This is an optimization exercise on Yosys and OpenROAD, whose aim is small area and a short achievable clock period, not a production implementation. At most, simulation tests tie the RTL to the original design; equivalence was not proved. Power figures rest on the tool's default switching activity, not on a simulated workload.

== run A ==
==> flow/design.v (excerpt) <==
module interrupt_controller (
    input  logic         PCLK,
    input  logic         rstn,
    input  logic         PSEL,
    input  logic         PENABLE,
    input  logic         PWRITE,
    input  logic [4:0]   PADDR,
    input  logic [31:0]  PWDATA,
    output logic [31:0]  PRDATA,
    output logic         PREADY,
    output logic         PSLVERR,
    input  logic [31:0]  IRQ,
    input  logic [4:0]   index,
    output logic [3:0]   INT,
    output logic [4:0]   IRQ_VECTOR
);
Size: roughly 120 I/O pins, about 31000 µm² of cells after synthesis.
Settings: LEC_CHECK=0, CAP_MARGIN=20, CORE_MARGIN=2, CORE_UTILIZATION=35, PLACE_DENSITY=0.5, SLEW_MARGIN=20, SYNTH_HIERARCHICAL=1, SYNTH_MINIMUM_KEEP_SIZE=0; clock period 100.0 ns.
standard.sh (not shown) runs the stock make flow with config.mk's settings and CLKGATE_MAP_FILE= SYNTH_SCRIPT=/design/flow/synth_recipe.tcl, a recipe that flattens the netlist after the stock synthesis.
==> flow/flow/run.sh <==
#!/bin/bash
# Standard ORFS flow, with smaller port buffers, a clock tree of larger
# sink clusters without dummy loads, and timing repair asked to leave extra
# setup slack so that IO paths get optimised too.
export BUFFER_PORTS_ARGS="-buffer_cell sky130_fd_sc_hd__buf_1"
export SETUP_SLACK_MARGIN=78
export CTS_ARGS="-sink_clustering_enable -repair_clock_nets -dont_use_dummy_load -buf_list {sky130_fd_sc_hd__clkbuf_4} -sink_clustering_size 10 -sink_clustering_max_diameter 50"
bash standard.sh > standard.log 2>&1
Relative to run A, the following input files were edited for run B:
==> flow/flow/run.sh <==
#!/bin/bash
# Standard ORFS flow, with smaller port buffers, a clock tree of larger
# sink clusters without dummy loads, and timing repair asked to leave extra
# setup slack so that IO paths get optimised too.
export BUFFER_PORTS_ARGS="-buffer_cell sky130_fd_sc_hd__buf_1"
export SETUP_SLACK_MARGIN=78.25
export CTS_ARGS="-sink_clustering_enable -repair_clock_nets -dont_use_dummy_load -buf_list {sky130_fd_sc_hd__clkbuf_4} -sink_clustering_size 8 -sink_clustering_max_diameter 50"
bash standard.sh > standard.log 2>&1
Findings:
Looking at required time of the critical path, run B sits 30 ps above run A. The slew of the pin with the lowest slew margin in run B was higher than what run A gave. Measured against each other, run A and run B differ in met1 track demand over resource in global routing, the lower figure coming from run A. Taking run A as the reference, in run B number of nets at the end of the flow now larger, post-route standard cell area excluding fillers now larger.
Here is what was changed in the inputs of run C compared with run B.
diff --git a/flow/flow/run.sh b/flow/flow/run.sh
--- a/flow/flow/run.sh
+++ b/flow/flow/run.sh
@@ -5,3 +5,3 @@
 export BUFFER_PORTS_ARGS="-buffer_cell sky130_fd_sc_hd__buf_1"
-export SETUP_SLACK_MARGIN=78.25
+export SETUP_SLACK_MARGIN=78
 export CTS_ARGS="-sink_clustering_enable -repair_clock_nets -dont_use_dummy_load -buf_list {sky130_fd_sc_hd__clkbuf_4} -sink_clustering_size 8 -sink_clustering_max_diameter 50"
[summary]
For share of total power in the clock network, run B and run C come out practically identical. Summary of run C over run B: number of clock buffers inserted by TritonCTS dropped 2, number of filler cells placed in the layout climbed about 0.46%. The sequential share of layout area reported for run C is greater than that of run B by 1.5 points. Maximum cell stage delay along the critical path was higher in the run labelled run B. Delta (run C minus run B): number of nets in the layout now smaller, final design instance area without fill now smaller, total number of cells along the worst setup path now smaller, routed wire length now smaller. Looking at number of optimization iterations in the first detailed-route pass, run C sits 1 above run B.
## Diff of input files: run D against run C
Settings: changing PLACE_DENSITY from 0.5 to 0.65; changing CORE_UTILIZATION from 35 to 50.
### Flow results
Run C → run D: met2 wire length decreased 6.9%, overall track demand over capacity in global routing increased 8.7 points.
Design area of run D falls short of that of run C slightly.
Run D: full flow OK, the timing, DRC and antenna checks passed
Run D reports a lower count of clock-buffer cells in the layout than run C does.
The inputs of run E differ from those of run D as listed below.
Settings: SLEW_MARGIN now 0, was 20; CAP_MARGIN now 0, was 20; CORE_UTILIZATION now 35, was 50; PLACE_DENSITY now 0.5, was 0.65.
--- outcome ---
Run comparison: run D top layer used by detailed routing met4; run E top layer used by detailed routing met5. Per the comparison of run E with run D, routed wire length up 6.9 mm, maximum frequency about even, final worst slack fell 42 ps, non-clock buffer count up about 1.3%, number of global-route vias before repair went up about 0.7%. Compared with run D, run E shows cell area after placement higher by 1.5%.


Another version of the RTL of interrupt_controller (not shown whole).
For scale: ~2,400 cells after synthesis, about 710 flip-flops, ~120 I/O pins.
Settings: LEC_CHECK=0, CAP_MARGIN=20, CORE_MARGIN=2, CORE_UTILIZATION=20, PLACE_DENSITY=0.3, SLEW_MARGIN=20, SYNTH_HIERARCHICAL=1, SYNTH_MINIMUM_KEEP_SIZE=0; clock period 100.0 ns.
==> flow/flow/run.sh <==
#!/bin/bash
# Standard ORFS flow, with smaller port buffers, a clock tree of larger
# sink clusters without dummy loads, and timing repair asked to leave extra
# setup slack so that IO paths get optimised too.
export BUFFER_PORTS_ARGS="-buffer_cell sky130_fd_sc_hd__buf_2"
export SETUP_SLACK_MARGIN=77.5
export CTS_ARGS="-sink_clustering_enable -repair_clock_nets -dont_use_dummy_load -buf_list {sky130_fd_sc_hd__clkbuf_4} -sink_clustering_size 8 -sink_clustering_max_diameter 40"
bash standard.sh > standard.log 2>&1
Change:
==> flow/flow/run.sh (replaced) <==
#!/bin/bash
# Standard ORFS flow, with smaller port buffers, a clock tree of larger
# sink clusters without dummy loads, and timing repair asked to leave extra
# setup slack so that IO paths get optimised too.
export BUFFER_PORTS_ARGS="-buffer_cell sky130_fd_sc_hd__buf_2"
export SETUP_SLACK_MARGIN=78
export CTS_ARGS="-sink_clustering_enable -repair_clock_nets -dont_use_dummy_load -buf_list {sky130_fd_sc_hd__clkbuf_4} -sink_clustering_size 10 -sink_clustering_max_diameter 50"
bash standard.sh > standard.log 2>&1
After rerunning:
- routed wire length grows by 1.1%
- count of clock-buffer cells in the layout came out lower by 44
- via count is lower by 1.1%
Change:
--- a/flow/flow/run.sh
+++ b/flow/flow/run.sh
@@ -6,3 +6,3 @@
 export SETUP_SLACK_MARGIN=78
-export CTS_ARGS="-sink_clustering_enable -repair_clock_nets -dont_use_dummy_load -buf_list {sky130_fd_sc_hd__clkbuf_4} -sink_clustering_size 10 -sink_clustering_max_diameter 50"
+export CTS_ARGS="-sink_clustering_enable -repair_clock_nets -dont_use_dummy_load -buf_list {sky130_fd_sc_hd__clkbuf_8} -sink_clustering_size 16 -sink_clustering_max_diameter 60"
 bash standard.sh > standard.log 2>&1
After rerunning: Clock power increases by 18%. Fmax decreases by 0.76%. Critical path depth decreases by 1.
No run of this note included a check of the RTL's function; only the layout flow was run.


Another version of the RTL of interrupt_controller (not shown whole).
For scale: about 2300 cells after synthesis, ~120 I/O pins, roughly 30000 um2 of cells after synthesis.
clock: 100.0 ns
lec_check: 0
cap_margin: 20
core_margin: 2
core_utilization: 35
place_density: 0.5
slew_margin: 20
synth_hierarchical: 1
synth_minimum_keep_size: 0
==> flow/flow/run.sh <==
#!/bin/bash
# Standard ORFS flow with these changes:
#  - port buffers: buf_4 on inputs, buf_1 on outputs (flow/ports.tcl, run
#    just before global placement in place of the standard buffer_ports);
#  - a clock tree of larger sink clusters without dummy loads;
#  - timing repair asked to leave extra setup slack so that IO paths get
#    optimised too.
export DONT_BUFFER_PORTS=1
export PRE_GLOBAL_PLACE_TCL=$PWD/flow/ports.tcl
export SETUP_SLACK_MARGIN=78
export CTS_ARGS="-sink_clustering_enable -repair_clock_nets -dont_use_dummy_load -buf_list {sky130_fd_sc_hd__clkbuf_4} -sink_clustering_size 8 -sink_clustering_max_diameter 50"
bash standard.sh > standard.log 2>&1
==> flow/flow/ports.tcl <==
# Port buffers: buf_4 on the inputs (they fan out inside the design),
# buf_1 on the outputs (each drives only its pin).
buffer_ports -inputs -buffer_cell sky130_fd_sc_hd__buf_4
buffer_ports -outputs -buffer_cell sky130_fd_sc_hd__buf_1
The starting point completed with no timing, DRC or antenna violations.
Then changed:
==> flow/flow/run.sh (replaced) <==
#!/bin/bash
# Standard ORFS flow, with smaller port buffers, a clock tree of larger
# sink clusters without dummy loads, and timing repair asked to leave extra
# setup slack so that IO paths get optimised too.
export BUFFER_PORTS_ARGS="-buffer_cell sky130_fd_sc_hd__buf_1"
export SETUP_SLACK_MARGIN=78
export CTS_ARGS="-sink_clustering_enable -repair_clock_nets -dont_use_dummy_load -buf_list {sky130_fd_sc_hd__clkbuf_4} -sink_clustering_size 8 -sink_clustering_max_diameter 50"
bash standard.sh > standard.log 2>&1
removed: flow/flow/ports.tcl
Clock-buffer cell count rose by 4.
Wire length rose by 5.4%.
Area after synthesis stays the same.
Non-clock buffer count rose by 125.
Global-route usage rose by 1.4 points.
Core utilization rose by 0.70 points.
Worst setup slack is worse by 180 ps.
Worst hold slack is better by 54 ps.
Clock skew fell by 38 ps.
Total power rose by 2.0%.
First-iteration DRC count rose by 4.2%.
Then changed:
==> flow/flow/run.sh (replaced) <==
#!/bin/bash
# Standard ORFS flow with these changes:
#  - port buffers: buf_2 on inputs, buf_1 on outputs (flow/ports.tcl, run
#    just before global placement in place of the standard buffer_ports);
#  - a clock tree of larger sink clusters without dummy loads;
#  - timing repair asked to leave extra setup slack so that IO paths get
#    optimised too.
export DONT_BUFFER_PORTS=1
export PRE_GLOBAL_PLACE_TCL=$PWD/flow/ports.tcl
export SETUP_SLACK_MARGIN=78
export CTS_ARGS="-sink_clustering_enable -repair_clock_nets -dont_use_dummy_load -buf_list {sky130_fd_sc_hd__clkbuf_4} -sink_clustering_size 8 -sink_clustering_max_diameter 50"
bash standard.sh > standard.log 2>&1
==> flow/flow/ports.tcl (new file) <==
# Port buffers: buf_2 on the inputs (they fan out inside the design),
# buf_1 on the outputs (each drives only its pin).
buffer_ports -inputs -buffer_cell sky130_fd_sc_hd__buf_2
buffer_ports -outputs -buffer_cell sky130_fd_sc_hd__buf_1
After rerunning: The changed run completed with no timing, DRC or antenna violations. Maximum frequency increases by about 0.8%. Sequential share of layout area rose by 1.1 points. Routed wire length decreases by 5.1%. Final cell count fell by 3.5%. Setup slack gains 180 ps. Via count fell by about 3.3%. Synthesized cell count is unchanged.


Another version of the RTL of interrupt_controller (not shown whole).
Size in the first run: ~2700 cells after synthesis, roughly 710 flip-flops, ~120 I/O pins, roughly 33000 um^2 of cells after synthesis.
==> flow/config.mk <==
export PLATFORM = sky130hd
export DESIGN_NAME = interrupt_controller
export DESIGN_NICKNAME = interrupt_controller
export VERILOG_FILES = /design/flow/design.v
export SDC_FILE = /design/flow/constraint.sdc
export NUM_CORES = 4
export LEC_CHECK = 0
export CAP_MARGIN = 20
export CORE_MARGIN = 2
export CORE_UTILIZATION = 20
export PLACE_DENSITY = 0.3
export SLEW_MARGIN = 20
export SYNTH_HIERARCHICAL = 1
export SYNTH_MINIMUM_KEEP_SIZE = 0
==> flow/constraint.sdc <==
create_clock -name core_clock -period 100.0 [get_ports {PCLK}]
set_input_delay 20.0000 -clock core_clock [delete_from_list [all_inputs] [get_ports {PCLK}]]
set_output_delay 20.0000 -clock core_clock [all_outputs]
set_load 0.01 [all_outputs]
==> flow/flow/run.sh <==
#!/bin/bash
# Standard ORFS flow, with smaller port buffers, a clock tree of larger
# sink clusters without dummy loads, and timing repair asked to leave extra
# setup slack so that IO paths get optimised too.
export BUFFER_PORTS_ARGS="-buffer_cell sky130_fd_sc_hd__buf_2"
export SETUP_SLACK_MARGIN=78
export CTS_ARGS="-sink_clustering_enable -repair_clock_nets -dont_use_dummy_load -buf_list {sky130_fd_sc_hd__clkbuf_8 sky130_fd_sc_hd__clkbuf_16} -sink_clustering_size 20 -sink_clustering_max_diameter 80"
bash standard.sh > standard.log 2>&1
The starting point produced a clean layout.
Change:
==> flow/flow/run.sh (replaced) <==
#!/bin/bash
# Standard ORFS flow, with smaller port buffers, and timing repair asked to
# leave extra setup slack so that IO paths get optimised too.
export BUFFER_PORTS_ARGS="-buffer_cell sky130_fd_sc_hd__buf_2"
export SETUP_SLACK_MARGIN=78
bash standard.sh > standard.log 2>&1
- CTS_BUF_LIST: default -> sky130_fd_sc_hd__clkbuf_4
=> The changed run ran to the end with no violations. Register-to-register slack got worse by 0.15 ns. Area after synthesis stays the same. Critical path depth drops by 2. Sequential power barely changes. Clock skew is about the same. Wire length grows by 0.96%. Synthesized cell count is unchanged. Global-route usage went up by 0.31 points. Worst hold slack hardly moves.
Change:
==> flow/run.sh (new file) <==
#!/bin/bash
# synth_recipe.tcl (not shown) runs the flow's synth.tcl, then flattens the netlist and writes it again
# the make line also repeats each setting of config.mk as NAME=value (left out here)
make -C /OpenROAD-flow-scripts/flow DESIGN_CONFIG=/design/flow/config.mk WORK_HOME=/design/flow/orfs CLKGATE_MAP_FILE= SYNTH_SCRIPT=/design/flow/synth_recipe.tcl finish
removed: flow/flow/run.sh
removed: flow/standard.sh
Worst hold slack barely changes; setup slack got worse by 1.1 ns; global-route usage stays flat; clock-buffer cell count shrinks by 3.
Change:
==> flow/flow/run.sh (new file) <==
#!/bin/bash
# Standard ORFS flow, with smaller port buffers.
export BUFFER_PORTS_ARGS="-buffer_cell sky130_fd_sc_hd__buf_2"
bash standard.sh > standard.log 2>&1
==> flow/standard.sh (new file) <==
#!/bin/bash
# synth_recipe.tcl (not shown) runs the flow's synth.tcl, then flattens the netlist and writes it again
# the make line also repeats each setting of config.mk as NAME=value (left out here)
make -C /OpenROAD-flow-scripts/flow DESIGN_CONFIG=/design/flow/config.mk WORK_HOME=/design/flow/orfs CLKGATE_MAP_FILE= SYNTH_SCRIPT=/design/flow/synth_recipe.tcl "${@:-finish}"
removed: flow/run.sh
After rerunning:
- design area falls by 1.9%
- clock power went down by about 1%
- power fell by about 0.7%
- maximum frequency rises by 2.7%
- wire length stays flat
- die area is unchanged
- utilization came out lower by 0.45 points
Change:
==> flow/run.sh (new file) <==
#!/bin/bash
# synth_recipe.tcl (not shown) runs the flow's synth.tcl, then flattens the netlist and writes it again
# the make line also repeats each setting of config.mk as NAME=value (left out here)
make -C /OpenROAD-flow-scripts/flow DESIGN_CONFIG=/design/flow/config.mk WORK_HOME=/design/flow/orfs CLKGATE_MAP_FILE= SYNTH_SCRIPT=/design/flow/synth_recipe.tcl finish
- CTS_BUF_LIST: sky130_fd_sc_hd__clkbuf_4 -> default
removed: flow/flow/run.sh
removed: flow/standard.sh
Effect: The changed run completed with no timing, DRC or antenna violations; combinational power stays flat; setup slack degrades by 1.2 ns; design area rose by 2.5%; first-iteration DRC count went up by 3.5%.


Setup of P:
The RTL this note starts from:
==> flow/design.v <==
module interrupt_controller (
    input  logic         PCLK,
    input  logic         rstn,
    input  logic         PSEL,
    input  logic         PENABLE,
    input  logic         PWRITE,
    input  logic [4:0]   PADDR,
    input  logic [31:0]  PWDATA,
    output logic [31:0]  PRDATA,
    output logic         PREADY,
    output logic         PSLVERR,
    input  logic [31:0]  IRQ,
    input  logic [4:0]   index,
    output logic [3:0]   INT,
    output logic [4:0]   IRQ_VECTOR
);
logic [31:0] irq_enable;
logic [31:0] irq_disable;
logic [31:0] irq_status;
logic [31:0] irq_type;
logic [31:0] irq_ack;
logic [31:0] irq_f;
logic [4:0]  irq_priority     [31:0];
logic [3:0]  irq_map          [31:0];
logic [4:0]  irq_vector_table [31:0];
wire acc = PSEL & PENABLE;
wire wr  = acc & PWRITE;
wire rd  = acc & ~PWRITE;
wire wr_status = wr & (PADDR == 5'h00);
wire wr_enable = wr & (PADDR == 5'h04);
wire wr_disable= wr & (PADDR == 5'h08);
wire wr_prio   = wr & (PADDR == 5'h0C);
wire wr_ack    = wr & (PADDR == 5'h10);
wire wr_type   = wr & (PADDR == 5'h14);
wire wr_vec    = wr & (PADDR == 5'h18);
wire wr_map    = wr & (PADDR == 5'h1C);
logic [31:0] idx_oh;
always_comb
    for (int i = 0; i < 32; i++)
        idx_oh[i] = (index == i[4:0]);
always_ff @(posedge PCLK or negedge rstn)
    if (!rstn) irq_f <= 32'b0;
    else       irq_f <= IRQ;
always_ff @(posedge PCLK or negedge rstn)
    if (!rstn)
        irq_status <= 32'b0;
    else if (wr_status)
        irq_status <= irq_status | PWDATA;
    else
        irq_status <= (irq_status | (irq_f & ~irq_disable & irq_enable)) & ~(~irq_type & irq_ack);
always_ff @(posedge PCLK or negedge rstn)
    if (!rstn) begin
        irq_enable  <= 32'b0;
        irq_disable <= 32'b0;
        irq_ack     <= 32'b0;
        irq_type    <= 32'b0;
    end else begin
        if (wr_enable)  irq_enable  <= irq_enable  | PWDATA;
        if (wr_disable) irq_disable <= irq_disable | PWDATA;
        if (wr_ack)     irq_ack     <= irq_ack     | PWDATA;
        if (wr_type)    irq_type    <= PWDATA;
    end
always_ff @(posedge PCLK or negedge rstn)
    if (!rstn) begin
        for (int i = 0; i < 32; i++) begin
            irq_priority[i]     <= 5'b0;
            irq_map[i]          <= 4'b0;
            irq_vector_table[i] <= 5'b0;
        end
    end else begin
        for (int i = 0; i < 32; i++) begin
            if (wr_prio & idx_oh[i]) irq_priority[i]     <= PWDATA[4:0];
            if (wr_map  & idx_oh[i]) irq_map[i]          <= PWDATA[3:0];
            if (wr_vec  & idx_oh[i]) irq_vector_table[i] <= PWDATA[4:0];
        end
    end
logic [4:0] rd_prio, rd_vec;
logic [3:0] rd_map;
always_comb begin
    rd_prio = 5'b0;
    rd_vec  = 5'b0;
    rd_map  = 4'b0;
    for (int i = 0; i < 32; i++) begin
        rd_prio = rd_prio | (irq_priority[i]     & {5{idx_oh[i]}});
        rd_vec  = rd_vec  | (irq_vector_table[i] & {5{idx_oh[i]}});
        rd_map  = rd_map  | (irq_map[i]          & {4{idx_oh[i]}});
    end
end
logic [31:0] rd_data;
always_comb
    case (PADDR)
        5'h00:   rd_data = irq_status;
        5'h04:   rd_data = irq_enable;
        5'h08:   rd_data = irq_disable;
        5'h0C:   rd_data = {27'b0, rd_prio};
        5'h10:   rd_data = irq_ack;
        5'h14:   rd_data = irq_type;
        5'h18:   rd_data = {27'b0, rd_vec};
        5'h1C:   rd_data = {28'b0, rd_map};
        default: rd_data = 32'b0;
    endcase
always_ff @(posedge PCLK or negedge rstn)
    if (!rstn)   PRDATA <= 32'b0;
    else if (rd) PRDATA <= rd_data;
always_ff @(posedge PCLK or negedge rstn)
    if (!rstn)    PREADY <= 1'b0;
    else if (acc) PREADY <= 1'b1;
assign PSLVERR = 1'b0;
logic [31:0] cand [0:5];
logic [31:0] zero_b;
always_comb begin
    cand[0] = irq_status;
    for (int b = 4; b >= 0; b--) begin
        for (int i = 0; i < 32; i++)
            zero_b[i] = cand[4-b][i] & ~irq_priority[i][b];
        cand[5-b] = (|zero_b) ? zero_b : cand[4-b];
    end
end
wire [31:0] c = cand[5];
logic [31:0] first;
logic        seen;
always_comb begin
    seen = 1'b0;
    for (int i = 0; i < 32; i++) begin
        first[i] = c[i] & ~seen;
        seen = seen | c[i];
    end
end
wire valid = |c[30:0];
wire [31:0] sel_oh = {~valid, first[30:0]};
logic [4:0] vec_sel;
logic [3:0] map_sel;
always_comb begin
    vec_sel = 5'b0;
    map_sel = 4'b0;
    for (int i = 0; i < 32; i++) begin
        vec_sel = vec_sel | (irq_vector_table[i] & {5{sel_oh[i]}});
        map_sel = map_sel | (irq_map[i]          & {4{first[i]}});
    end
end
always_ff @(posedge PCLK or negedge rstn)
    if (!rstn) INT <= 4'b0000;
    else if (map_sel[3:2] == 2'b00) INT[map_sel[1:0]] <= valid;
always_ff @(posedge PCLK or negedge rstn)
    if (!rstn) IRQ_VECTOR <= 5'b11111;
    else       IRQ_VECTOR <= vec_sel;
endmodule
==> flow/config.mk <==
export PLATFORM = sky130hd
export DESIGN_NAME = interrupt_controller
export DESIGN_NICKNAME = interrupt_controller
export VERILOG_FILES = /design/flow/design.v
export SDC_FILE = /design/flow/constraint.sdc
export NUM_CORES = 4
export LEC_CHECK = 0
export CAP_MARGIN = 20
export CORE_MARGIN = 2
export CORE_UTILIZATION = 20
export PLACE_DENSITY = 0.3
export SLEW_MARGIN = 20
==> flow/constraint.sdc <==
create_clock -name core_clock -period 100.0 [get_ports {PCLK}]
set_input_delay 20.0000 -clock core_clock [delete_from_list [all_inputs] [get_ports {PCLK}]]
set_output_delay 20.0000 -clock core_clock [all_outputs]
set_load 0.01 [all_outputs]
run.sh (not shown) runs the stock make flow with config.mk's settings and CLKGATE_MAP_FILE= SYNTH_SCRIPT=/design/flow/synth_recipe.tcl, a recipe that flattens the netlist after the stock synthesis.
Stock flow here: none of the scripts above is used.
P closes out successfully: all stages finished, all timing, DRC and antenna checks passed.
Setup changes, P to Q
==> flow/flow/run.sh (new file) <==
#!/bin/bash
bash standard.sh > standard.log 2>&1
==> flow/standard.sh (new file) <==
#!/bin/bash
# synth_recipe.tcl (not shown) runs the flow's synth.tcl, then flattens the netlist and writes it again
# the make line also repeats each setting of config.mk as NAME=value (left out here)
make -C /OpenROAD-flow-scripts/flow DESIGN_CONFIG=/design/flow/config.mk WORK_HOME=/design/flow/orfs CLKGATE_MAP_FILE= SYNTH_SCRIPT=/design/flow/synth_recipe.tcl "${@:-finish}"
removed: flow/run.sh
Findings:
- Every stage of the flow completed for Q, and the final layout passed the timing, DRC and antenna checks.
- Going from P to Q, post-detailed-routing wire length ~0 delta; setup slack closely matched the old numbers; global routing met1 resource utilization closely matched the old numbers; share of the cycle needed by the critical path after routing shows no meaningful change.
- Area growth from synthesis to layout: Q vs P identical

[afterwards: timing with drivers on the ports]
The results above use ideal ports. As a check the final layouts listed here were re-extracted and re-timed, cells and wires unchanged.
Step 1 sets driving cells, clkbuf_16 on the clock port and buf_2 on the other inputs (assumed; they add their load-dependent delay and slew).
Step 2 adds t to the input delays and takes it off the output delays; t is the mean of the earliest and latest rising clock arrival at the registers after step 1. Input paths then give back, and output paths get back, about the clock's delay inside the block.
a / b / c = no drivers / after step 1 / after step 2; a / b = the first two.
| run | t (ns) | slack for setup (ns) | worst register clock-pin slew, ns | max-slew violations | max-capacitance violations |
|---|---|---|---|---|---|
| run A | 0.981 | 77.976 / 78.012 / 77.031 | 0.12 / 0.12 | 0 / 0 | 0 / 0 |
| run B | 0.972 | 77.984 / 77.999 / 77.026 | 0.11 / 0.11 | 0 / 0 | 0 / 0 |
| run C | 0.982 | 77.920 / 77.953 / 76.972 | 0.10 / 0.10 | 0 / 0 | 0 / 0 |
| run D | 0.955 | 77.970 / 78.001 / 77.046 | 0.11 / 0.11 | 0 / 0 | 0 / 0 |
| run E | 0.973 | 77.928 / 77.964 / 76.992 | 0.11 / 0.11 | 0 / 0 | 0 / 0 |
| the first run of note 2 | 1.153 | 78.070 / 78.018 / 76.869 | 0.09 / 0.09 | 0 / 0 | 0 / 0 |
| the second run of note 2 | 1.143 | 78.143 / 78.081 / 76.992 | 0.11 / 0.11 | 0 / 0 | 0 / 0 |
| the third run of note 2 | 0.840 | 77.977 / 77.903 / 77.063 | 0.10 / 0.10 | 0 / 0 | 0 / 0 |
| the first run of note 3 | 0.934 | 78.001 / 76.714 / 75.780 | 0.10 / 0.10 | 0 / 180 | 0 / 1 |
| the second run of note 3 | 0.962 | 77.817 / 77.839 / 76.877 | 0.10 / 0.10 | 0 / 0 | 0 / 0 |
| the third run of note 3 | 0.934 | 78.001 / 76.714 / 75.780 | 0.10 / 0.10 | 0 / 180 | 0 / 1 |
| the first run of note 4 | 0.748 | 77.737 / 77.710 / 76.962 | 0.09 / 0.09 | 0 / 0 | 0 / 0 |
| the second run of note 4 | 1.297 | 77.899 / 77.889 / 76.592 | 0.08 / 0.08 | 0 / 0 | 0 / 0 |
| the third run of note 4 | 1.305 | 76.810 / 76.859 / 75.554 | 0.09 / 0.09 | 0 / 0 | 0 / 0 |
| the fourth run of note 4 | 1.299 | 77.419 / 77.388 / 76.089 | 0.08 / 0.08 | 0 / 0 | 0 / 0 |
| the fifth run of note 4 | 0.793 | 76.204 / 76.270 / 75.476 | 0.07 / 0.07 | 0 / 0 | 0 / 0 |
| P | 0.807 | 76.337 / 76.391 / 75.584 | 0.07 / 0.07 | 0 / 0 | 0 / 0 |
| Q | 0.807 | 76.337 / 76.391 / 75.584 | 0.07 / 0.07 | 0 / 0 | 0 / 0 |
After both steps setup and hold are still met in every run listed. With drivers on, slew violations rise in the first run of note 3 and the third run of note 3. The drivers bring new capacitance violations in the first run of note 3 and the third run of note 3. The worst setup slack also covers recovery checks on asynchronous resets.
